Context: an optimization exercise on an open-source flow, tuned for small area and a short achievable clock period. The choices shown serve that exercise and are no tape-out recipe. Function was checked by simulation only, so behaviour that the tests miss may differ from the original. Power and IR drop assume default switching activity.

**flow/run.sh**
```bash
#!/bin/bash
# synth_recipe.tcl (not shown) runs the flow's synth.tcl, then flattens the netlist and writes it again
# the make line also repeats each setting of config.mk as NAME=value (left out here)
make -C /OpenROAD-flow-scripts/flow DESIGN_CONFIG=/design/flow/config.mk WORK_HOME=/design/flow/orfs CLKGATE_MAP_FILE= SYNTH_SCRIPT=/design/flow/synth_recipe.tcl finish
```
**flow/config.mk**
```make
export PLATFORM = sky130hd
export DESIGN_NAME = processador
export DESIGN_NICKNAME = processador
export VERILOG_FILES = /design/flow/design.v
export SDC_FILE = /design/flow/constraint.sdc
export NUM_CORES = 4
export LEC_CHECK = 0
export CAP_MARGIN = 20
export CORE_MARGIN = 2
export CORE_UTILIZATION = 40
export SLEW_MARGIN = 20
```
**flow/constraint.sdc**
```tcl
create_clock -name core_clock -period 140.0 [get_ports {clock}]
set_input_delay 28.0000 -clock core_clock [delete_from_list [all_inputs] [get_ports {clock}]]
set_output_delay 28.0000 -clock core_clock [all_outputs]
set_load 0.01 [all_outputs]
```
**flow/design.v**
```verilog
module PC(clock_pc, reset, prox_end, halt, pc);
	input wire clock_pc;
	input wire reset;
	input wire [31:0] prox_end;
	input wire halt;
	output reg [31:0] pc;
	always @(posedge clock_pc)
	begin
		if (reset) begin
            pc <= 32'h0; 
        end
        else if (halt) begin
            pc <= pc; 
        end
		  else begin
				pc <= prox_end; 
		  end
    end
endmodule
module adiciona(entrada1, entrada2, saida_adiciona);
	input[31:0] entrada1;
	input[31:0] entrada2;  
	output [31:0] saida_adiciona;
	assign saida_adiciona = entrada1 + entrada2;
endmodule
module extensor_sinal1
	#(parameter InputWidth = 14,
	  parameter OutputWidth = 32) 
	 (input [InputWidth-1:0]  in_sinal,
     output [OutputWidth-1:0] out_sinal);
assign out_sinal = {{OutputWidth-InputWidth{in_sinal[InputWidth-1]}}, in_sinal};
endmodule 
module extensor_sinal2
	#(parameter InputWidth = 26,
	  parameter OutputWidth = 32) 
	 (input [InputWidth-1:0]  in_sinal,
     output [OutputWidth-1:0] out_sinal);
assign out_sinal = {{OutputWidth-InputWidth{in_sinal[InputWidth-1]}}, in_sinal};
endmodule 
module entrada_fpga(switches, entrada_switch);
input wire [7:0] switches;
output wire [13:0] entrada_switch;
assign entrada_switch = {{14-8{switches[7]}}, switches};
endmodule 
module unidade_controle(
	input [5:0] opcode,
	output reg [3:0] AluOP,
	output reg [1:0] regdst, memtoreg, alusrc, emd, loadi,
	output reg jump, out, jumpreg, branch, memread,
	output reg memwrite, regwrite, halt, nop, in,
	output reg congela_in, congela_out);
	always @ (*) begin
		case(opcode) 
			6'b000000:begin  
				loadi <= 2'b00; 
				jump <= 1'b0;
				out <= 1'b0;
				jumpreg <= 1'b0;
				regdst <= 2'b01;
				branch <= 1'b0;
				memread <= 1'b0;
				memtoreg <= 2'b01;
				AluOP <= 4'b0001;
				memwrite <= 1'b0;
				nop <= 1'b0;
				in <= 1'b0;
				halt <= 1'b0;
				regwrite <= 1'b1;
				alusrc <= 2'b00;
				emd <= 2'b11;  
				congela_in = 0;
				congela_out = 0;
			end
			6'b000001:begin  
				loadi <= 2'b00;
				jump <= 1'b0;
				out <= 1'b0;
				jumpreg <= 1'b0;
				regdst <= 2'b01;
				branch <= 1'b0;
				memread <= 1'b0;
				memtoreg <= 2'b01;
				AluOP <= 4'b0001;
				memwrite <= 1'b0;
				nop <= 1'b0;
				in <= 1'b0;
				halt <= 1'b0;
				regwrite <= 1'b1;
				alusrc <= 2'b10;
				emd <= 2'b11;  
				congela_in = 0;
				congela_out = 0;
			end
			6'b000010:begin  
				loadi <= 2'b11; 
				jump <= 1'b0;
				out <= 1'b0;
				jumpreg <= 1'b1;
				regdst <= 2'b11;  
				branch <= 1'b0;
				memread <= 1'b0;
				memtoreg <= 2'b11; 
				AluOP <= 4'b0001;
				memwrite <= 1'b0;
				nop <= 1'b0;
				in <= 1'b0;
				halt <= 1'b0;
				regwrite <= 1'b0;
				alusrc <= 2'b11; 
				emd <= 2'b11; 
				congela_in = 0;
				congela_out = 0;
			end
			6'b000011:begin  
				loadi <= 2'b00;
				jump <= 1'b0;
				out <= 1'b0;
				jumpreg <= 1'b0;
				regdst <= 2'b00;
				branch <= 1'b0;
				memread <= 1'b0;
				memtoreg <= 2'b01;
				AluOP <= 4'b0110;
				memwrite <= 1'b0;
				nop <= 1'b0;
				in <= 1'b0;
				halt <= 1'b0;
				regwrite <= 1'b1;
				alusrc <= 2'b01;
				emd <= 2'b11;  
				congela_in = 0;
				congela_out = 0;
			end
			6'b000100:begin  
				loadi <= 2'b00;
				jump <= 1'b0;
				out <= 1'b0;
				jumpreg <= 1'b0;
				regdst <= 2'b00;
				branch <= 1'b0;
				memread <= 1'b0;
				memtoreg <= 2'b01;
				AluOP <= 4'b0111;
				memwrite <= 1'b0;
				nop <= 1'b0;
				in <= 1'b0;
				halt <= 1'b0;
				regwrite <= 1'b1;
				alusrc <= 2'b01;
				emd <= 2'b11;  
				congela_in = 0;
				congela_out = 0;
			end
			6'b000101:begin  
				loadi <= 2'b00;
				jump <= 1'b0;
				out <= 1'b0;
				jumpreg <= 1'b0;
				regdst <= 2'b00;
				branch <= 1'b0;
				memread <= 1'b0;
				memtoreg <= 2'b01;
				AluOP <= 4'b1000;
				memwrite <= 1'b0;
				nop <= 1'b0;
				in <= 1'b0;
				halt <= 1'b0;
				regwrite <= 1'b1;
				alusrc <= 2'b01;
				emd <= 2'b11;  
				congela_in = 0;
				congela_out = 0;
			end
			6'b000110:begin  
				loadi <= 2'b00;
				jump <= 1'b0;
				out <= 1'b0;
				jumpreg <= 1'b0;
				regdst <= 2'b00;
				branch <= 1'b0;
				memread <= 1'b0;
				memtoreg <= 2'b01;
				AluOP <= 4'b1001;
				memwrite <= 1'b0;
				nop <= 1'b0;
				in <= 1'b0;
				halt <= 1'b0;
				regwrite <= 1'b1;
				alusrc <= 2'b01;
				emd <= 2'b11;  
				congela_in = 0;
				congela_out = 0;
			end
			6'b000111:begin  
				loadi <= 2'b01;
				jump <= 1'b0;
				out <= 1'b0;
				jumpreg <= 1'b0;
				regdst <= 2'b00;
				branch <= 1'b0;
				memread <= 1'b0;
				memtoreg <= 2'b11; 
				AluOP <= 4'b1111;  
				memwrite <= 1'b0;
				nop <= 1'b0;
				in <= 1'b0;
				halt <= 1'b0;
				regwrite <= 1'b1;
				alusrc <= 2'b11;  
				emd <= 2'b11;  
				congela_in = 0;
				congela_out = 0;
			end
			6'b001000:begin  
				loadi <= 2'b00;
				jump <= 1'b0;
				out <= 1'b0;
				jumpreg <= 1'b0;
				regdst <= 2'b00;
				branch <= 1'b0;
				memread <= 1'b1;
				memtoreg <= 2'b00;
				AluOP <= 4'b0000;
				memwrite <= 1'b0;
				nop <= 1'b0;
				in <= 1'b0;
				halt <= 1'b0;
				regwrite <= 1'b1;
				alusrc <= 2'b01;
				emd <= 2'b00;
				congela_in = 0;
				congela_out = 0;
			end
			6'b001001:begin  
				loadi <= 2'b00;
				jump <= 1'b0;
				out <= 1'b0;
				jumpreg <= 1'b0;
				regdst <= 2'b00;
				branch <= 1'b0;
				memread <= 1'b1;
				memtoreg <= 2'b00;
				AluOP <= 4'b0000;
				memwrite <= 1'b0;
				nop <= 1'b0;
				in <= 1'b0;
				halt <= 1'b0;
				regwrite <= 1'b1;
				alusrc <= 2'b01;
				emd <= 2'b10;
				congela_in = 0;
				congela_out = 0;
			end
			6'b001010:begin  
				loadi <= 2'b00;
				jump <= 1'b0;
				out <= 1'b0;
				jumpreg <= 1'b0;
				regdst <= 2'b00;
				branch <= 1'b0;
				memread <= 1'b1;
				memtoreg <= 2'b00;
				AluOP <= 4'b0000;
				memwrite <= 1'b0;
				nop <= 1'b0;
				in <= 1'b0;
				halt <= 1'b0;
				regwrite <= 1'b1;
				alusrc <= 2'b01;
				emd <= 2'b01;
				congela_in = 0;
				congela_out = 0;
			end
			6'b001011:begin  
				loadi <= 2'b11;  
				jump <= 1'b0;
				out <= 1'b0;
				jumpreg <= 1'b0;
				regdst <= 2'b11;  
				branch <= 1'b0;
				memread <= 1'b0;
				memtoreg <= 2'b11;  
				AluOP <= 4'b0000;
				memwrite <= 1'b1;
				nop <= 1'b0;
				in <= 1'b0;
				halt <= 1'b0;
				regwrite <= 1'b0;
				alusrc <= 2'b01;
				emd <= 2'b00;
				congela_in = 0;
				congela_out = 0;
			end
			6'b001100:begin  
				loadi <= 2'b11;  
				jump <= 1'b0;
				out <= 1'b0;
				jumpreg <= 1'b0;
				regdst <= 2'b11;  
				branch <= 1'b1;
				memread <= 1'b0;
				memtoreg <= 2'b11; 
				AluOP <= 4'b0010;
				memwrite <= 1'b0;
				nop <= 1'b0;
				in <= 1'b0;
				halt <= 1'b0;
				regwrite <= 1'b0;
				alusrc <= 2'b00;
				emd <= 2'b11;  
				congela_in = 0;
				congela_out = 0;
			end
			6'b001101:begin  
				loadi <= 2'b11;  
				jump <= 1'b0;
				out <= 1'b0;
				jumpreg <= 1'b0;
				regdst <= 2'b11;  
				branch <= 1'b1;
				memread <= 1'b0;
				memtoreg <= 2'b11;  
				AluOP <= 4'b0011;
				memwrite <= 1'b0;
				nop <= 1'b0;
				in <= 1'b0;
				halt <= 1'b0;
				regwrite <= 1'b0;
				alusrc <= 2'b00;
				emd <= 2'b11;  
				congela_in = 0;
				congela_out = 0;
			end
			6'b001110:begin  
				loadi <= 2'b11;  
				jump <= 1'b0;
				out <= 1'b0;
				jumpreg <= 1'b0;
				regdst <= 2'b11;  
				branch <= 1'b1;
				memread <= 1'b0;
				memtoreg <= 2'b11;  
				AluOP <= 4'b0100;
				memwrite <= 1'b0;
				nop <= 1'b0;
				in <= 1'b0;
				halt <= 1'b0;
				regwrite <= 1'b0;
				alusrc <= 2'b00;
				emd <= 2'b11;  
				congela_in = 0;
				congela_out = 0;
			end
			6'b001111:begin  
				loadi <= 2'b11;  
				jump <= 1'b0;
				out <= 1'b0;
				jumpreg <= 1'b0;
				regdst <= 2'b11;  
				branch <= 1'b1;
				memread <= 1'b0;
				memtoreg <= 2'b11;  
				AluOP <= 4'b0101;
				memwrite <= 1'b0;
				nop <= 1'b0;
				in <= 1'b0;
				halt <= 1'b0;
				regwrite <= 1'b0;
				alusrc <= 2'b00;
				emd <= 2'b11;  
				congela_in = 0;
				congela_out = 0;
			end
			6'b010000:begin  
				loadi <= 2'b01;
				jump <= 1'b0;
				out <= 1'b1;
				jumpreg <= 1'b0;
				regdst <= 2'b00;
				branch <= 1'b0;
				memread <= 1'b0;
				memtoreg <= 2'b11;  
				AluOP <= 4'b1111;  
				memwrite <= 1'b0;
				nop <= 1'b0;
				in <= 1'b1;
				halt <= 1'b0;
				regwrite <= 1'b1;
				alusrc <= 2'b00;  
				emd <= 2'b01;  
				congela_in = 1;
				congela_out = 0;
			end
			6'b010001:begin  
				loadi <= 2'b00;
				jump <= 1'b0;
				out <= 1'b1;
				jumpreg <= 1'b0;
				regdst <= 2'b00;
				branch <= 1'b0;
				memread <= 1'b0;
				memtoreg <= 2'b11;  
				AluOP <= 4'b1111;
				memwrite <= 1'b0;
				nop <= 1'b1;
				in <= 1'b0;
				halt <= 1'b0;
				regwrite <= 1'b0;
				alusrc <= 2'b11;
				emd <= 2'b11;  
				congela_in = 0;
				congela_out = 1;
			end
			6'b010010:begin  
				loadi <= 2'b10;
				jump <= 1'b0;
				out <= 1'b0;
				jumpreg <= 1'b0;
				regdst <= 2'b00;
				branch <= 1'b0;
				memread <= 1'b0;
				memtoreg <= 2'b01;
				AluOP <= 4'b1111;
				memwrite <= 1'b0;
				nop <= 1'b1;
				in <= 1'b0;
				halt <= 1'b0;
				regwrite <= 1'b1;
				alusrc <= 2'b11;  
				emd <= 2'b11;  
				congela_in = 0;
				congela_out = 0;
			end
			6'b010011:begin  
				loadi <= 2'b11;  
				jump <= 1'b1;
				out <= 1'b0;
				jumpreg <= 1'b0;  
				regdst <= 2'b11;  
				branch <= 1'b0;
				memread <= 1'b0;
				memtoreg <= 2'b11;  
				AluOP <= 4'b1111;  
				memwrite <= 1'b0;
				nop <= 1'b0;
				in <= 1'b0;
				halt <= 1'b0;
				regwrite <= 1'b0;
				alusrc <= 2'b11;  
				emd <= 2'b11;  
				congela_in = 0;
				congela_out = 0;
			end
			6'b010100:begin  
				loadi <= 2'b00;
				jump <= 1'b1;
				out <= 1'b0;
				jumpreg <= 1'b0;  
				regdst <= 2'b10;
				branch <= 1'b0;
				memread <= 1'b0;
				memtoreg <= 2'b10;
				AluOP <= 4'b1111;  
				memwrite <= 1'b0;
				nop <= 1'b0;
				in <= 1'b0;
				halt <= 1'b0;
				regwrite <= 1'b1;
				alusrc <= 2'b11;  
				emd <= 2'b11;  
				congela_in = 0;
				congela_out = 0;
			end
			6'b010101:begin  
				loadi <= 2'b11;  
				jump <= 1'b0;
				out <= 1'b0;
				jumpreg <= 1'b0;
				regdst <= 2'b11; 
				branch <= 1'b0;
				memread <= 1'b0;
				memtoreg <= 2'b11;  
				AluOP <= 4'b1111; 
				memwrite <= 1'b0;
				nop <= 1'b0;
				in <= 1'b0;
				halt <= 1'b1;
				regwrite <= 1'b0;
				alusrc <= 2'b11;  
				emd <= 2'b11;  
				congela_in = 0;
				congela_out = 0;
			end
			6'b010110:begin  
				loadi <= 2'b11;  
				jump <= 1'b1;
				out <= 1'b0;
				jumpreg <= 1'b0;
				regdst <= 2'b11;  
				branch <= 1'b0;
				memread <= 1'b0;
				memtoreg <= 2'b00;
				AluOP <= 4'b1111;  
				memwrite <= 1'b0;
				nop <= 1'b1;
				in <= 1'b0;
				halt <= 1'b0;
				regwrite <= 1'b0;
				alusrc <= 2'b11;  
				emd <= 2'b11;  
				congela_in = 0;
				congela_out = 0;
			end
			6'b010111:begin  
				loadi <= 2'b11;  
				jump <= 1'b0;
				out <= 1'b0;
				jumpreg <= 1'b0;
				regdst <= 2'b11;  
				branch <= 1'b1;
				memread <= 1'b0;
				memtoreg <= 2'b11;  
				AluOP <= 4'b1010;
				memwrite <= 1'b0;
				nop <= 1'b0;
				in <= 1'b0;
				halt <= 1'b0;
				regwrite <= 1'b0;
				alusrc <= 2'b00;
				emd <= 2'b11;  
				congela_in = 0;
				congela_out = 0;
			end
			6'b011000:begin  
				loadi <= 2'b11;  
				jump <= 1'b0;
				out <= 1'b0;
				jumpreg <= 1'b0;
				regdst <= 2'b11;  
				branch <= 1'b1;
				memread <= 1'b0;
				memtoreg <= 2'b11;  
				AluOP <= 4'b1011;
				memwrite <= 1'b0;
				nop <= 1'b0;
				in <= 1'b0;
				halt <= 1'b0;
				regwrite <= 1'b0;
				alusrc <= 2'b00;
				emd <= 2'b11;  
				congela_in = 0;
				congela_out = 0;
			end
			default:
				begin
					loadi <= 2'b11;
					jump <= 1'b1;
					out <= 1'b0;
					jumpreg <= 1'b0;
					regdst <= 2'b11;
					branch <= 1'b0;
					memread <= 1'b0;
					memtoreg <= 2'b00;
					AluOP <= 4'b1111;
					memwrite <= 1'b0;
					nop <= 1'b1;
					in <= 1'b0;
					halt <= 1'b1;
					regwrite <= 1'b0;
					alusrc <= 2'b00;
					emd <= 2'b01;
					congela_in = 0;
					congela_out = 0;
				end
		endcase
	end
endmodule 
module ULA_controle(AluOP, funct, sinal_controle);
input [3:0] AluOP;
input [3:0] funct;
output reg [3:0] sinal_controle;
always @ (*)
begin
	case(AluOP)
		4'b0000: sinal_controle = 2; 
		4'b0001:  
			begin
				case (funct)
					4'b0000: sinal_controle = 0;  
					4'b0001: sinal_controle = 1;  
					4'b0010: sinal_controle = 2;  
					4'b0011: sinal_controle = 3;  
					4'b0100: sinal_controle = 4;  
					4'b0101: sinal_controle = 5;  
					4'b0110: sinal_controle = 6;  
				   4'b0111: sinal_controle = 7;  
					4'b1000: sinal_controle = 8;  
					4'b1001: sinal_controle = 15;  
					default: sinal_controle = 15; 
				endcase
			end
		4'b0010: sinal_controle = 9; 
		4'b0011: sinal_controle = 10; 
		4'b0100: sinal_controle = 11; 
		4'b0101: sinal_controle = 12; 
		4'b0110: sinal_controle = 0; 
		4'b0111: sinal_controle = 1; 
		4'b1000: sinal_controle = 2; 
		4'b1001: sinal_controle = 3; 
		4'b1010: sinal_controle = 13; 
		4'b1011: sinal_controle = 14; 
		default: sinal_controle = 15; 
	endcase
end	
endmodule 
module ULA(A, B, enable, controle_ULA, ZERO, saida);
input [31:0] A;
input [31:0] B;
input enable;  
input [3:0] controle_ULA;
output reg ZERO;
output reg [31:0] saida;
always @ (*)
begin
	if(enable == 1)
	begin
		case (controle_ULA)
       4'b0000: saida= A & B;  
		 4'b0001: saida= A | B;  
		 4'b0010: saida= A + B;  
		 4'b0011: saida= A - B;  
		 4'b0100: saida= A * B;  
		 4'b0101: saida= (B == 32'd0)? 32'hFFFFFFFF : A / B;  
		 4'b0110: saida= A >> B[4:0];  
		 4'b0111: saida= A << B[4:0];  
		 4'b1000: saida= ~(A | B);  
		 4'b1001: saida= (A == B)? 32'd0 : 32'd1;  
		 4'b1010: saida= (A < B)? 32'd0 : 32'd1;  
		 4'b1011: saida= (A > B)? 32'd0 : 32'd1;  
		 4'b1100: saida= (A != B)? 32'd0 : 32'd1;  
		 4'b1101: saida= (A < B)? 32'd1 : 32'd0;  
		 4'b1110: saida= (A > B)? 32'd1 : 32'd0;  
		 default: saida= 32'd0;  
	endcase
		if(saida == 32'd0)
		begin
				ZERO = 1'b1;
		end	
		else
		begin
				ZERO = 1'b0;
		end
	end
	else
	begin
		saida = 32'd0;
		ZERO = 1'b0;
	end
end	
endmodule 
module BANCO_REG(clock, reset, reg_write, reg_leitura1, reg_leitura2, 
					  reg_escrita, escreve_dado, dado1, dado2);
	input clock;
	input reset;
	input reg_write;
	input [5:0] reg_leitura1;  
	input [5:0] reg_leitura2;  
	input [5:0] reg_escrita;  
	input [31:0] escreve_dado;  
	output [31:0] dado1;  
	output [31:0] dado2;  
	reg [31:0] regs [63:0];
	integer i;
	always @  (posedge clock) 
	begin
		if (reset)
		begin
			for (i = 0; i < 64; i = i + 1) begin
				regs[i] <= 32'd0;
			end
			regs[1] <= 32'd9000;
			regs[61] <= 32'd1;
			regs[62] <= 32'd1;
		end
		else if (reg_write == 1)  
		begin
			regs[reg_escrita] <= escreve_dado;
		end
	end
	assign dado1 = regs[reg_leitura1];
	assign dado2 = regs[reg_leitura2];
endmodule
module mux1 (entrada1, entrada2, chave_mux1, saida_mux1); 
input [31:0] entrada1, entrada2;
input chave_mux1;  
output reg [31:0] saida_mux1;
	always @(*) begin
		case(chave_mux1)
			1'b0: saida_mux1 = entrada1;
			1'b1: saida_mux1 = entrada2;
		endcase
	end
endmodule 
module mux2 (entrada1, entrada2, entrada3, chave_mux2, saida_mux2); 
input [31:0] entrada1, entrada2, entrada3;
input [1:0] chave_mux2;  
output reg [31:0] saida_mux2;
	always @(*) begin
		case(chave_mux2)
			2'b00: saida_mux2 = entrada1;
			2'b01: saida_mux2 = entrada2;	
			2'b10: saida_mux2 = entrada3;
			default: saida_mux2 = 32'd0;
		endcase
	end
endmodule
module mux3 (entrada1, entrada2, chave_mux3, saida_mux3); 
input [5:0] entrada1, entrada2;  
input [1:0] chave_mux3;  
output reg [5:0] saida_mux3;
	always @(*) begin
		case(chave_mux3)
			2'b00: saida_mux3 = entrada1;
			2'b01: saida_mux3 = entrada2;	
			2'b10: saida_mux3 = 6'b011111;
			default: saida_mux3 = entrada1;
		endcase
	end
endmodule
module mux4 (entrada1, entrada2, chave_mux4, saida_mux4); 
input [13:0] entrada1, entrada2;
input chave_mux4;  
output reg [13:0] saida_mux4;
	always @(*) begin
		case(chave_mux4)
			1'b0: saida_mux4 = entrada1;
			1'b1: saida_mux4 = entrada2;
		endcase
	end
endmodule 
module mux5 (entrada1, entrada2, sinal_branch, zero, saida_mux5); 
input [31:0] entrada1, entrada2;
input sinal_branch, zero;  
output reg [31:0] saida_mux5;
	always @(*) begin
		case(sinal_branch & zero)
			1'b0: saida_mux5 = entrada1;
			1'b1: saida_mux5 = entrada2;
		endcase
	end
endmodule 
module mux6 (entrada1, entrada2, shamt, chave_mux6, saida_mux6); 
input [31:0] entrada1, entrada2; 
input [3:0] shamt;
input [1:0] chave_mux6;  
output reg [31:0] saida_mux6;
wire [31:0] entrada3 = {{32-4{shamt[3]}}, shamt};
	always @(*) begin
		case(chave_mux6)
			2'b00: saida_mux6 = entrada1;
			2'b01: saida_mux6 = entrada2;	
			2'b10: saida_mux6 = entrada3;
			default: saida_mux6 = entrada1;
		endcase
	end
endmodule
module processador
				  (clock, reset,
				   imem_addr, imem_data,
				   dmem_addr, dmem_wdata, dmem_we, dmem_re, dmem_rdata,
				   switches, in_read, out_valid, out_data, halt);
input clock, reset;
output [31:0] imem_addr;
input [31:0] imem_data;
output [7:0] dmem_addr;
output [31:0] dmem_wdata;
output dmem_we, dmem_re;
input [31:0] dmem_rdata;
input [7:0] switches;
output in_read, out_valid;
output [31:0] out_data;
output halt;
PC Chamada1 (.clock_pc(clock), .reset(reset), .prox_end(aux_saida_jump), .halt(halt), .pc(aux_pc));
wire [31:0] aux_pc;
localparam soma1 = 32'd1;
adiciona Chamada2 (.entrada1(aux_pc), .entrada2(soma1), .saida_adiciona(aux_saida_adic));
wire [31:0] aux_saida_adic;
assign imem_addr = aux_pc;
wire [31:0] saida_rom = imem_data;
reg [5:0] opcode, rs, rt, rd;		
reg [3:0] shamt, funct; 
reg [13:0] imediato; 
reg [25:0] salto;
always @(*)
begin
	opcode = saida_rom[31:26];
	rs = saida_rom[25:20];
	rt = saida_rom[19:14];
	rd = saida_rom[13:8];
	shamt = saida_rom[7:4];
	funct = saida_rom[3:0];
	imediato = saida_rom[13:0];
	salto = saida_rom[25:0];
end
extensor_sinal2 Chamada4 (.in_sinal(salto), .out_sinal(aux_out_sinal2));
wire [31:0] aux_out_sinal2;
unidade_controle Chamada5 (.opcode(opcode), .AluOP(AluOP), .regdst(regdst),
									.memtoreg(memtoreg), .alusrc(alusrc), .emd(emd),
									.loadi(loadi), .jump(jump), .out(out), .jumpreg(jumpreg),
									.branch(branch), .memread(memread), .memwrite(memwrite),
									.regwrite(regwrite), .halt(halt), .nop(nop), .in(in),
									.congela_in(congela_in), .congela_out(congela_out));
wire [3:0] AluOP;
wire [1:0] regdst, memtoreg, alusrc, emd, loadi;
wire jump, out, jumpreg, branch, memread, memwrite, regwrite, nop, in;
wire congela_in, congela_out;
assign in_read = congela_in;
assign out_valid = congela_out;
assign out_data = dado1;
ULA_controle Chamada6(.AluOP(AluOP), .funct(funct), .sinal_controle(sinal_aux_con));
wire [3:0] sinal_aux_con;
mux3 Chamada7 (.entrada1(rt), .entrada2(rd), .chave_mux3(regdst), 
					.saida_mux3(aux_saida_reg_mux3)); 
wire [5:0] aux_saida_reg_mux3;
BANCO_REG Chamada8(.clock(clock), .reset(reset), .reg_write(regwrite), .reg_leitura1(rs), 
          .reg_leitura2(rt), .reg_escrita(aux_saida_reg_mux3), 
			 .escreve_dado(aux_saida_mux_loadi), 
			 .dado1(dado1), .dado2(dado2));
wire [31:0] dado1, dado2;
mux6 Chamada9(.entrada1(dado2), .entrada2(aux_out_sinal1), .shamt(shamt), 
				  .chave_mux6(alusrc), .saida_mux6(aux_saida_mux6));
wire [31:0] aux_saida_mux6;
ULA Chamada10(.A(dado1), .B(aux_saida_mux6), .enable(~nop), 
              .controle_ULA(sinal_aux_con), .ZERO(ZERO), .saida(aux_saida_ULA));
wire [31:0] aux_saida_ULA;
wire ZERO;
entrada_fpga Chamada11 (.switches(switches), .entrada_switch(aux_switch));
wire [13:0] aux_switch;
mux4 Chamada12(.entrada1(imediato), .entrada2(aux_switch), 
               .chave_mux4(in), .saida_mux4(aux_saida_mux_in));
wire[13:0] aux_saida_mux_in;
extensor_sinal1 Chamada13 (.in_sinal(aux_saida_mux_in), .out_sinal(aux_out_sinal1));
wire [31:0] aux_out_sinal1;
mux2 Chamada14 (.entrada1(aux_saida_mux_mem), .entrada2(aux_out_sinal1), .entrada3(dado1), 
                .chave_mux2(loadi), .saida_mux2(aux_saida_mux_loadi));
wire [31:0] aux_saida_mux_loadi;
mux2 Chamada15 (.entrada1(aux_saida_ULA), .entrada2(dado2), .entrada3(aux_out_sinal1), 
					 .chave_mux2(emd), .saida_mux2(aux_saida_emd)); 
wire [31:0] aux_saida_emd;
assign dmem_addr = aux_saida_emd[7:0];
assign dmem_wdata = dado2;
assign dmem_we = memwrite;
assign dmem_re = memread;
wire [31:0] aux_saida_ram = dmem_rdata;
mux1 Chamada17 (.entrada1(aux_saida_adic), .entrada2(dado2), 
               .chave_mux1(jumpreg), .saida_mux1(aux_saida_jumpreg));
wire [31:0] aux_saida_jumpreg;
mux5 Chamada19 (.entrada1(aux_saida_jumpreg), .entrada2(aux_out_sinal1), 
              .sinal_branch(branch), .zero(ZERO), .saida_mux5(aux_saida_branch));
wire [31:0] aux_saida_branch;
mux1 Chamada20 (.entrada1(aux_saida_branch), .entrada2(entrada_jump), 
               .chave_mux1(jump), .saida_mux1(aux_saida_jump));
wire [31:0] entrada_jump = {aux_saida_adic[31:28], aux_out_sinal2[27:0]};				
wire [31:0] aux_saida_jump;				
mux2 Chamada21 (.entrada1(aux_saida_ram), .entrada2(aux_saida_ULA), 
					 .entrada3(aux_saida_adic), .chave_mux2(memtoreg), 
					 .saida_mux2(aux_saida_mux_mem));
wire [31:0] aux_saida_mux_mem;
endmodule
```
==> flow_summary.yaml <==
clock_tree:
  cts_max_level: 4
  insertion_delay_ns: 0.90
  cts_root_buf: "clkbuf_16"
  clk_pin_slew_worst_paths_ns: 0.06
  cts.path.max_buffers: 4
  numClockSinks: 2080
  cts_tree: "yes"
  numCtsBuffers: 210
setup_path:
  start_kind: "input port"
  cp-startpoint: "imem_data[16]"
  cp-end-kind: "output port"
  r2r-end: "Chamada8.regs[62][0]$_SDFFCE_PN1P_"
  cpPeakStageDelay_ns: 0.94
  r2r-start: "Chamada8.regs[23][27]$_SDFFCE_PN0P_"
  worstPathArrival_ns: 107.85
  regToRegSetupSlack_ns: 59.05
  cp.required_ns: 112.00
  setup.worst_path.class: "input port to output port"
  worstPathMaxFanout: 24
  crit_path_frequent_cell: "o21a_1"
  reg2regPathDepth: 368
  cpMaxStageDelayCell: "a2111oi_0"
timing:
  finClkSkew_ns: 0.0543
  period_share_pct: 97.0
  hold_ws_ns: 0.513
  setup_viol: 0
  tns_ns: 0
  fin_crit_ns: 135.85
  tightestPinTransition_ns: 1.39
  fmax_mhz: 7.36
  slew_headroom_pct: 7.40
  final-max-slew-violation-count: 0
  final-hold-violation-count: 0
drt:
  wl_per_cell_um: 37.4
  vias: 139000
  post-route-drc-count: 0
  drtAntennaViolNets: 0
  avgViaCountPerCell: 6.74
  dr.first_iter.drc_count: 22100
  finalWirelength_um: 768000
  drt_pass1_iterations: 9
job:
  drv_cap: 0
die:
  die_h_um: 638
  die-area_um2: 408000
  rows: 233
  die_w_um: 638
  pin_count: 183
  initial_utilization_pct: 40.1
  core_area_um2: 402000
hold_path:
  hp-start: "Chamada1.pc[24]$_SDFFE_PP0N_"
  hold_class: "flip-flop to flip-flop"
  min_to: "Chamada1.pc[24]$_SDFFE_PP0N_"
  hold_depth: 2
power_and_ir_drop:
  power_per_cell_area_nw_per_um2: 29.4
  leakage_nw: 67.3
  ir_worst_vdd_mv: 0.0835
global_routing:
  grt_max_degree: 109
  grt_usage_pct: 36.8
  grt_pass1_vias: 131000
  grt-ovfl-total: 0
  antenna_found_initial: 51
  grt_pass1_wl_um: 1050000
synth:
  synthTopCellsByCount: "nor2_1 (2,878), edfxtp_1 (2,048), nand2_1 (1,144)"
  synth_area_per_cell_um2: 10.8
  synth_edf_count: 2048
  synth_ff_type: "edfxtp_1"
  synth.distinct_cells: 117
  syn_inst: 14900
  seq_area_frac_synth_pct: 38.6
  yosys-top-cells-area: "edfxtp_1 (38%), mux4_2 (15%), nor2_1 (6.7%)"
  syn-num-nets: 16200
  yosysMostFrequentCell: "nor2_1"
  synth_area_um2: 161000
  ys_warn_count: 12
  synth_top_area_share_pct: 38.2
  ys_seq_elements: 2080
  yosysTopAreaCell: "edfxtp_1"
  async_flop_share_pct: 0
place:
  place_hpwl_um: 539000
  gp_congestion: 1.06
  dpl_cell_area_um2: 172000
  io_buffer_count: 182
  dp.cells: 20100
run_status:
  run_status: "finished clean"
final_layout:
  drive_above_1_share_pct: 19.1
  fin_cells: 20600
  final_area_um2: 180000
  syn2layout_area_growth_pct: 11.7
  finalNetCount: 16300
  finalCoreUtilization_pct: 44.8
## kinds of logic (layout without fill, tap and decap cells)
group / after synthesis / in the layout / share of synthesized area, %
buf+inv: 1875 / 2191 / 5.07
mux: 1533 / 1533 / 18.3
compound gates: 2620 / 2620 / 11.0
xor+xnor: 412 / 412 / 2.25
fa+ha+maj: 1173 / 1173 / 11.0
flops: 2080 / 2080 / 38.6
other cells: 0 / 47 / 0
simple gates: 5213 / 5214 / 13.8
## power breakdown
part / leakage (nW) / switching [mW] / internal [mW]
logic: 42.8 / 2.44 / 1.57
clock network: 3.15 / 0.254 / 0.308
registers: 21.4 / 0.0121 / 0.704
total: 67.3 / 2.71 / 2.58
## critical path, delay by kind of cell
family	cells	cell delay [ns]
adder cells (fa/ha/maj)	31	8.82
AO/OA/AOI/OAI	210	43.73
AND/OR/NAND/NOR	90	18.95
multiplexers	7	1.77
buffers and inverters	32	6.37
## layout by cell type, fill, tap and decap left out, drive strengths merged, types with 168 or more instances in the layout
| master | netlist | final |
|---|---|---|
| nand3 | 206 | 206 |
| nand2 | 1144 | 1144 |
| nor2 | 2880 | 2880 |
| buf | 447 | 898 |
| xnor2 | 257 | 257 |
| o21a | 184 | 184 |
| fa | 410 | 410 |
| ha | 763 | 763 |
| nor3 | 248 | 248 |
| a22oi | 176 | 176 |
| inv | 743 | 746 |
| mux4 | 1113 | 1113 |
| clkbuf | 617 | 249 |
| mux2i | 323 | 323 |
| edfxtp | 2048 | 2048 |
| clkdlybuf4s50 | 0 | 168 |
| a21oi | 597 | 597 |
| o21ai | 488 | 488 |
## worst max-delay path by stage
stage / endpoint / slack [ns] / cells past startpoint
after global placement: dmem_addr[0] / -1.37 / 368
after detailed placement: dmem_addr[0] / -1.99 / 367
after floorplan: dmem_addr[0] / 1.64 / 393
final: dmem_addr[0] / 4.15 / 370
after global routing: dmem_addr[0] / -0.27 / 387
after CTS: dmem_addr[0] / 0.003 / 374
## through the flow
step | setup slack, ns | total power, mW
2_1_floorplan | 1.64 | 3.44
5_1_grt | -0.268 | 5.64
3_3_place_gp | -1.37 | 4.53
6_report | 4.15 | 5.29
3_5_place_dp | -1.99 | 4.54
4_1_cts | 0.00294 | 5.12
## final cells by class
cell class | instances | area, um^2
Fill cell | 37300 | 222000
Multi-Input combinational cell | 11000 | 92700
Sequential cell | 2080 | 62100
Timing Repair Buffer | 1068 | 9000
Tap cell | 5287 | 6620
Clock buffer | 248 | 5440
Inverter | 751 | 2820
Clock inverter | 124 | 1070
Antenna cell | 47 | 118
## routing by layer
| layer | share of wire, % | up-vias | GRT usage [%] |
|---|---|---|---|
| li1 | - | 55400 | - |
| met1 | 33 | 68700 | 44.6 |
| met2 | 41 | 11700 | 52.8 |
| met3 | 15 | 2893 | 12.5 |
| met4 | 11 | 42 | 30.6 |
| met5 | 0.078 | - | 0.626 |
## state kept, by name (all words and copies together), names as in the netlist
register	count
Chamada8.regs	2048
Chamada1.pc	32
## timing repair
item	4_1_cts	5_1_grt
cloned	0	1
setup buffers	2	31
endpoints found under the setup margin	2	3
pin swaps	2	30
hold buffers	0	0
resized for setup	26	158

-- separate check: timing with driven ports --
The flow's constraints put no driver on any port. The routed layout listed below was extracted and timed again, unchanged, in two steps.
Step 1 (the two cells are an assumption about what drives the block):
set clk [get_ports {clock}]
set_driving_cell -lib_cell sky130_fd_sc_hd__clkbuf_16 $clk
set_driving_cell -lib_cell sky130_fd_sc_hd__buf_2 [delete_from_list [all_inputs] $clk]
Step 2, shift: input delay + t, output delay - t, t = (earliest + latest rising clock arrival at the registers) / 2. This alone moves slack from input paths to output paths.
Slacks: ideal / step 1 / step 2; pairs: ideal / step 1.
shift t [ns]: 0.980
setup WS [ns]: 4.150 / 4.125 / 4.125
latest minus earliest clock arrival (ns): 0.054 / 0.054
pins driven straight from the clock port: 1
After both steps setup and hold are still met in this run. The setup slack of this run moves by -0.025 ns with the drivers and by -0.025 ns with both steps.
